What follows belongs to an exercise in optimizing a design on an open flow for small area; a production flow would make more cautious choices. Only simulation tests tie the RTL to the original design; equivalence was not proved. No activity file was given, so power comes from the tool's default toggle rates.

== job 4252 ==
==> flow/design.v (excerpt) <==
module sdr_rx (
    input wire clk,
    input wire reset,
    input wire signed [9:0] adc_in,
    input wire [1:0] dr,
    input wire [25:0] frq,
    input wire [3:0] cic_shf,
    input wire ns_ena,
    input wire [2:0] demod_type,
    output wire [6:0] sathld,
    output wire diag,
    output wire valid,
    output wire signed [15:0] l_out,
    output wire signed [15:0] r_out
);
For scale: roughly 11000 cells after synthesis, roughly 3200 flip-flops, ~89 I/O pins, about 0.12 mm^2 of cells after synthesis.
clock: 12.5 ns
lec_check: 0
abc_area: 1
cap_margin: 20
core_margin: 2
core_utilization: 35
slew_margin: 20
synth_memory_max_bits: 32768
standard.sh (not shown) runs the stock make flow with config.mk's settings and CLKGATE_MAP_FILE= SYNTH_SCRIPT=/design/flow/synth_recipe.tcl, a recipe that flattens the netlist after the stock synthesis.
==> flow/flow/run.sh <==
#!/bin/bash
# Layout flow: the standard flow (standard.sh) with two changes.
#  1. Synthesis maps the logic with an area-oriented ABC script
#     (flow/abc_area_map.script) in place of ORFS's; the rest of synthesis
#     (synth_recipe.tcl and ORFS's synth.tcl) is unchanged, so the registers
#     are the standard synthesis's.
#  2. Clock tree synthesis clusters up to 18 sinks within 60 um per leaf
#     buffer (clkbuf_8), uses clkbuf_4 above the leaves and inserts no
#     dummy loads.
# Logs: synth.log (synthesis), standard.log (the rest, via standard.sh);
# ORFS's own per-step logs are under orfs/logs.
set -euo pipefail
W=$(pwd)

# ORFS's synth.tcl, with our ABC script in place of the one ABC_AREA picks
sed 's#^source \$::env(SCRIPTS_DIR)/synth_preamble.tcl$#&\nset abc_args [lreplace $abc_args 1 1 '"$W"'/flow/abc_area_map.script]#' \
    "$FLOW_HOME/scripts/synth.tcl" > "$W/synth_custom.tcl"
grep -q 'abc_area_map.script' "$W/synth_custom.tcl"
sed 's#^source \$::env(SCRIPTS_DIR)/synth.tcl$#source '"$W"'/synth_custom.tcl#' synth_recipe.tcl > "$W/synth_recipe_custom.tcl"
grep -q 'synth_custom.tcl' "$W/synth_recipe_custom.tcl"

# standard.sh's make command, with our synthesis script, for synthesis only
MK=$(grep -m1 '^make -C' standard.sh)
MK=${MK%\"\$\{@:-finish\}\"}
MK=$(echo "$MK" | sed "s#SYNTH_SCRIPT=[^ ]*#SYNTH_SCRIPT=$W/synth_recipe_custom.tcl#")
eval "$MK synth" > synth.log 2>&1

# the rest of the standard flow
export CTS_ARGS="-sink_clustering_enable -repair_clock_nets -sink_clustering_size 18 -sink_clustering_max_diameter 60 -sink_clustering_buffer sky130_fd_sc_hd__clkbuf_8 -buf_list sky130_fd_sc_hd__clkbuf_4 -dont_use_dummy_load"
bash standard.sh > standard.log 2>&1
==> flow/flow/abc_area_map.script <==
strash
balance
rewrite
refactor
balance
rewrite
rewrite -z
balance
refactor -z
rewrite -z
balance
dch
amap
topo
stime -c
buffer -c
upsize -c
dnsize -c
Job 4252: done, clean on timing, DRC and antenna
Modified inputs, job 6874 compared to job 4252
Settings: changing CORE_UTILIZATION from 35 to 55.
-- flow/flow/run.sh --
<<< job 4252, line 6
#     are the standard synthesis's.
#  2. Clock tree synthesis clusters up to 18 sinks within 60 um per leaf
#     buffer (clkbuf_8), uses clkbuf_4 above the leaves and inserts no
#     dummy loads.
>>> job 6874, line 6
#     are the standard synthesis's.
#  2. Clock tree synthesis clusters up to 28 sinks within 90 um per leaf
#     buffer (clkbuf_16), uses clkbuf_4 above the leaves and inserts no
#     dummy loads.
<<< job 4252, line 28
# the rest of the standard flow
export CTS_ARGS="-sink_clustering_enable -repair_clock_nets -sink_clustering_size 18 -sink_clustering_max_diameter 60 -sink_clustering_buffer sky130_fd_sc_hd__clkbuf_8 -buf_list sky130_fd_sc_hd__clkbuf_4 -dont_use_dummy_load"
bash standard.sh > standard.log 2>&1
>>> job 6874, line 28
# the rest of the standard flow
export CTS_ARGS="-sink_clustering_enable -repair_clock_nets -sink_clustering_size 28 -sink_clustering_max_diameter 90 -sink_clustering_buffer sky130_fd_sc_hd__clkbuf_16 -buf_list sky130_fd_sc_hd__clkbuf_4 -dont_use_dummy_load"
bash standard.sh > standard.log 2>&1
Notes after the runs:
- Note that the total wirelength of the detailed-routed design recorded for job 4252 amounts to 0.946 times the value seen in job 6874.
- Looking at part of the cycle the worst path needs across job 6874 and job 4252, the one that comes out lower is job 4252.
- Job 6874 vs job 4252 on setup slack: job 6874 is the lower one.
- The number of gates on the worst path with buffers counted of job 6874 is higher than that of job 4252.
- Sort job 6874 and job 4252 by final cell count desc -> top: job 4252
For job 6945, these inputs were changed with respect to job 6874:
Settings: CORE_UTILIZATION now 35, was 55.
Results
Status: delay of the slowest cell on the worst path parity (job 6945, job 6874)
Relative area of clock buffers and inverters in the final design essentially unchanged between job 6945 and job 6874.
Between job 6945 and job 6874, the share of final-layout standard cells stronger than drive strength 1 figures differ only marginally.
Compared with job 6874, job 6945 shows a lower critical-path maximum fanout.
Hold slack on job 6945 is behind job 6874.
Job 6945 vs job 6874 — power dropped slightly
### job 6945 -> job 9025
Settings: changing CORE_UTILIZATION from 35 to 70.
==> comparison <==
- In the tables for job 6945 and job 9025, effective utilization at floorplan reads lower with job 6945.
- Row final weighted congestion of routability-driven global placement: job 9025 higher / job 6945 lower
- Maximum clock insertion buffer count, job 6945 and job 9025: lower on job 9025
- Taking job 6945 as the reference, in job 9025 pre-CTS worst setup slack went down; post-cts repair resize count saw an increase.
- Job 9025 did not run to completion, as it errored out during global routing (5_1_grt).


Another version of the RTL of sdr_rx (not shown whole).
For scale: roughly 3,200 flip-flops, about 89 I/O pins, roughly 120,000 um^2 of cells after synthesis.
export LEC_CHECK = 0
export ABC_AREA = 1
export CAP_MARGIN = 20
export CORE_MARGIN = 2
export CORE_UTILIZATION = 35
export SLEW_MARGIN = 20
export SYNTH_MEMORY_MAX_BITS = 32768
create_clock -name core_clock -period 12.5 [get_ports {clk}]
==> flow/flow/run.sh <==
#!/bin/bash
# Layout flow: the standard flow (standard.sh) with two changes.
#  1. Synthesis maps the logic with an area-oriented ABC script
#     (flow/abc_area_map.script) in place of ORFS's; the rest of synthesis
#     (synth_recipe.tcl and ORFS's synth.tcl) is unchanged, so the registers
#     are the standard synthesis's.
#  2. Clock tree synthesis clusters up to 28 sinks within 90 um per leaf
#     buffer, uses clkbuf_8 above the leaves and inserts no dummy loads.
# Logs: synth.log (synthesis), standard.log (the rest, via standard.sh);
# ORFS's own per-step logs are under orfs/logs.
set -euo pipefail
W=$(pwd)

# ORFS's synth.tcl, with our ABC script in place of the one ABC_AREA picks
sed 's#^source \$::env(SCRIPTS_DIR)/synth_preamble.tcl$#&\nset abc_args [lreplace $abc_args 1 1 '"$W"'/flow/abc_area_map.script]#' \
    "$FLOW_HOME/scripts/synth.tcl" > "$W/synth_custom.tcl"
grep -q 'abc_area_map.script' "$W/synth_custom.tcl"
sed 's#^source \$::env(SCRIPTS_DIR)/synth.tcl$#source '"$W"'/synth_custom.tcl#' synth_recipe.tcl > "$W/synth_recipe_custom.tcl"
grep -q 'synth_custom.tcl' "$W/synth_recipe_custom.tcl"

# standard.sh's make command, with our synthesis script, for synthesis only
MK=$(grep -m1 '^make -C' standard.sh)
MK=${MK%\"\$\{@:-finish\}\"}
MK=$(echo "$MK" | sed "s#SYNTH_SCRIPT=[^ ]*#SYNTH_SCRIPT=$W/synth_recipe_custom.tcl#")
eval "$MK synth" > synth.log 2>&1

# the rest of the standard flow
export CTS_ARGS="-sink_clustering_enable -repair_clock_nets -sink_clustering_size 28 -sink_clustering_max_diameter 90 -tree_buf sky130_fd_sc_hd__clkbuf_8 -dont_use_dummy_load"
bash standard.sh > standard.log 2>&1
Scripts as last shown in full above: flow/flow/abc_area_map.script
The baseline passed the timing, design-rule and antenna checks.
Next try:
--- a/flow/flow/run.sh
+++ b/flow/flow/run.sh
@@ -8 +8,2 @@
-#     buffer, uses clkbuf_8 above the leaves and inserts no dummy loads.
+#     buffer (clkbuf_16), uses clkbuf_4 above the leaves and inserts no
+#     dummy loads.
@@ -28 +29 @@
-export CTS_ARGS="-sink_clustering_enable -repair_clock_nets -sink_clustering_size 28 -sink_clustering_max_diameter 90 -tree_buf sky130_fd_sc_hd__clkbuf_8 -dont_use_dummy_load"
+export CTS_ARGS="-sink_clustering_enable -repair_clock_nets -sink_clustering_size 28 -sink_clustering_max_diameter 90 -sink_clustering_buffer sky130_fd_sc_hd__clkbuf_16 -buf_list sky130_fd_sc_hd__clkbuf_4 -dont_use_dummy_load"
Outcome: First-iteration DRC count goes up slightly. Total power falls slightly. Core utilization stays flat.
Next try:
==> flow/run.sh (new file) <==
#!/bin/bash
# synth_recipe.tcl (not shown) runs the flow's synth.tcl, then flattens the netlist and writes it again
# the make line also repeats each setting of config.mk as NAME=value (left out here)
make -C /OpenROAD-flow-scripts/flow DESIGN_CONFIG=/design/flow/config.mk WORK_HOME=/design/flow/orfs CLKGATE_MAP_FILE= SYNTH_SCRIPT=/design/flow/synth_recipe.tcl finish
CTS_CLUSTER_DIAMETER = 100   (was unset)
CTS_CLUSTER_SIZE = 24   (was unset)
removed: flow/flow/run.sh
removed: flow/flow/abc_area_map.script
removed: flow/standard.sh
Result: The new run completed with no timing, DRC or antenna violations; via count rises by 0.60%; total power grows by 3.6%; final cell count came out higher by 5.5%; worst setup slack degrades by 0.028 ns; clock-buffer cell count went up by 45; hold slack gains 0.073 ns; wire length went up by 4.3%.
Next try:
==> flow/flow/run.sh (new file) <==
#!/bin/bash
# Layout flow: the standard flow (standard.sh) with two changes.
#  1. Synthesis maps the logic with an area-oriented ABC script
#     (flow/abc_area_map.script) in place of ORFS's; the rest of synthesis
#     (synth_recipe.tcl and ORFS's synth.tcl) is unchanged, so the registers
#     are the standard synthesis's.
#  2. Clock tree synthesis clusters up to 24 sinks within 100 um per leaf
#     buffer and inserts no dummy loads.
# Logs: synth.log (synthesis), standard.log (the rest, via standard.sh);
# ORFS's own per-step logs are under orfs/logs.
set -euo pipefail
W=$(pwd)

# ORFS's synth.tcl, with our ABC script in place of the one ABC_AREA picks
sed 's#^source \$::env(SCRIPTS_DIR)/synth_preamble.tcl$#&\nset abc_args [lreplace $abc_args 1 1 '"$W"'/flow/abc_area_map.script]#' \
    "$FLOW_HOME/scripts/synth.tcl" > "$W/synth_custom.tcl"
grep -q 'abc_area_map.script' "$W/synth_custom.tcl"
sed 's#^source \$::env(SCRIPTS_DIR)/synth.tcl$#source '"$W"'/synth_custom.tcl#' synth_recipe.tcl > "$W/synth_recipe_custom.tcl"
grep -q 'synth_custom.tcl' "$W/synth_recipe_custom.tcl"

# standard.sh's make command, with our synthesis script, for synthesis only
MK=$(grep -m1 '^make -C' standard.sh)
MK=${MK%\"\$\{@:-finish\}\"}
MK=$(echo "$MK" | sed "s#SYNTH_SCRIPT=[^ ]*#SYNTH_SCRIPT=$W/synth_recipe_custom.tcl#")
eval "$MK synth" > synth.log 2>&1

# the rest of the standard flow
export CTS_ARGS="-sink_clustering_enable -repair_clock_nets -sink_clustering_size 24 -sink_clustering_max_diameter 100 -dont_use_dummy_load"
bash standard.sh > standard.log 2>&1
==> flow/flow/abc_area_map.script (new file) <==
strash
balance
rewrite
refactor
balance
rewrite
rewrite -z
balance
refactor -z
rewrite -z
balance
dch
amap
topo
stime -c
buffer -c
upsize -c
dnsize -c
==> flow/standard.sh (new file) <==
#!/bin/bash
# synth_recipe.tcl (not shown) runs the flow's synth.tcl, then flattens the netlist and writes it again
# the make line also repeats each setting of config.mk as NAME=value (left out here)
make -C /OpenROAD-flow-scripts/flow DESIGN_CONFIG=/design/flow/config.mk WORK_HOME=/design/flow/orfs CLKGATE_MAP_FILE= SYNTH_SCRIPT=/design/flow/synth_recipe.tcl "${@:-finish}"
CTS_CLUSTER_DIAMETER = unset   (was 100)
CTS_CLUSTER_SIZE = unset   (was 24)
removed: flow/run.sh
Utilization falls by 0.33 points.
Critical path depth rises by 2.
Cell area falls by 1.9%.
Worst hold slack is better by 0.024 ns.
Next try:
--- a/flow/flow/run.sh
+++ b/flow/flow/run.sh
@@ -3 +3,2 @@
-#  1. Synthesis maps the logic with an area-oriented ABC script
+#  1. Synthesis maps the logic with an area-oriented ABC script, without
+#     buffering (the placement-time repair buffers what needs it),
@@ -7,2 +8,2 @@
-#  2. Clock tree synthesis clusters up to 24 sinks within 100 um per leaf
-#     buffer and inserts no dummy loads.
+#  2. Clock tree synthesis clusters up to 28 sinks within 90 um per leaf
+#     buffer, uses clkbuf_8 above the leaves and inserts no dummy loads.
@@ -28 +29 @@
-export CTS_ARGS="-sink_clustering_enable -repair_clock_nets -sink_clustering_size 24 -sink_clustering_max_diameter 100 -dont_use_dummy_load"
+export CTS_ARGS="-sink_clustering_enable -repair_clock_nets -sink_clustering_size 28 -sink_clustering_max_diameter 90 -tree_buf sky130_fd_sc_hd__clkbuf_8 -dont_use_dummy_load"
==> flow/flow/abc_area_map.script (replaced) <==
strash
balance
rewrite
refactor
balance
rewrite
rewrite -z
balance
refactor -z
rewrite -z
balance
dch
amap
topo
Outcome: Hold slack degrades by 0.022 ns; total power falls by 0.32%; area after synthesis came out lower by 2.0%; synthesized cell count shrinks by 5.4%; routed wire length went up by 3.8%.

port drivers added, routing unchanged:
No port has a modelled driver above. Below, the same layouts with a new extraction and two added sets of constraints. Step 1 (the two cells are an assumption about what drives the block):
set clk [get_ports {clk}]
set_driving_cell -lib_cell sky130_fd_sc_hd__clkbuf_16 $clk
set_driving_cell -lib_cell sky130_fd_sc_hd__buf_2 [delete_from_list [all_inputs] $clk]
Step 2, shift: input delay + t, output delay - t, t = (earliest + latest rising clock arrival at the registers) / 2. This alone moves slack from input paths to output paths. a / b / c = ideal ports / drivers / drivers and shift; a / b = the first two.
run | t, ns | slack for setup (ns) | hold slack, ns | worst setup path after step 2 | clock arrival spread, ns
job 4252 | 1.426 | 1.038 / 1.038 / 0.679 | 0.088 / 0.088 / 0.088 | input to register | 0.396 / 0.397
job 6874 | 1.393 | 0.769 / 0.769 / 0.769 | 0.150 / 0.150 / 0.150 | register to register | 0.261 / 0.261
job 6945 | 1.414 | 1.051 / 1.051 / 0.673 | 0.045 / 0.045 / 0.045 | input to register | 0.349 / 0.348
the first run of note 2 | 0.972 | 1.063 / 1.063 / 1.063 | 0.261 / 0.261 / 0.261 | register to register | 0.117 / 0.117
the second run of note 2 | 1.426 | 1.128 / 1.128 / 1.128 | 0.176 / 0.176 / 0.176 | register to register | 0.279 / 0.278
the third run of note 2 | 0.944 | 1.101 / 1.101 / 1.101 | 0.249 / 0.249 / 0.249 | register to register | 0.111 / 0.112
the fourth run of note 2 | 0.949 | 1.061 / 1.061 / 1.061 | 0.273 / 0.273 / 0.273 | register to register | 0.139 / 0.138
the fifth run of note 2 | 0.956 | 0.838 / 0.838 / 0.838 | 0.251 / 0.251 / 0.251 | register to register | 0.110 / 0.109
In job 4252 the clock reaches the registers at very different times; t lies between them, and the last value is a rough guide only. The setup slack of job 6945, which loses most, moves by 0.000 ns with the drivers and by -0.378 ns with both steps.
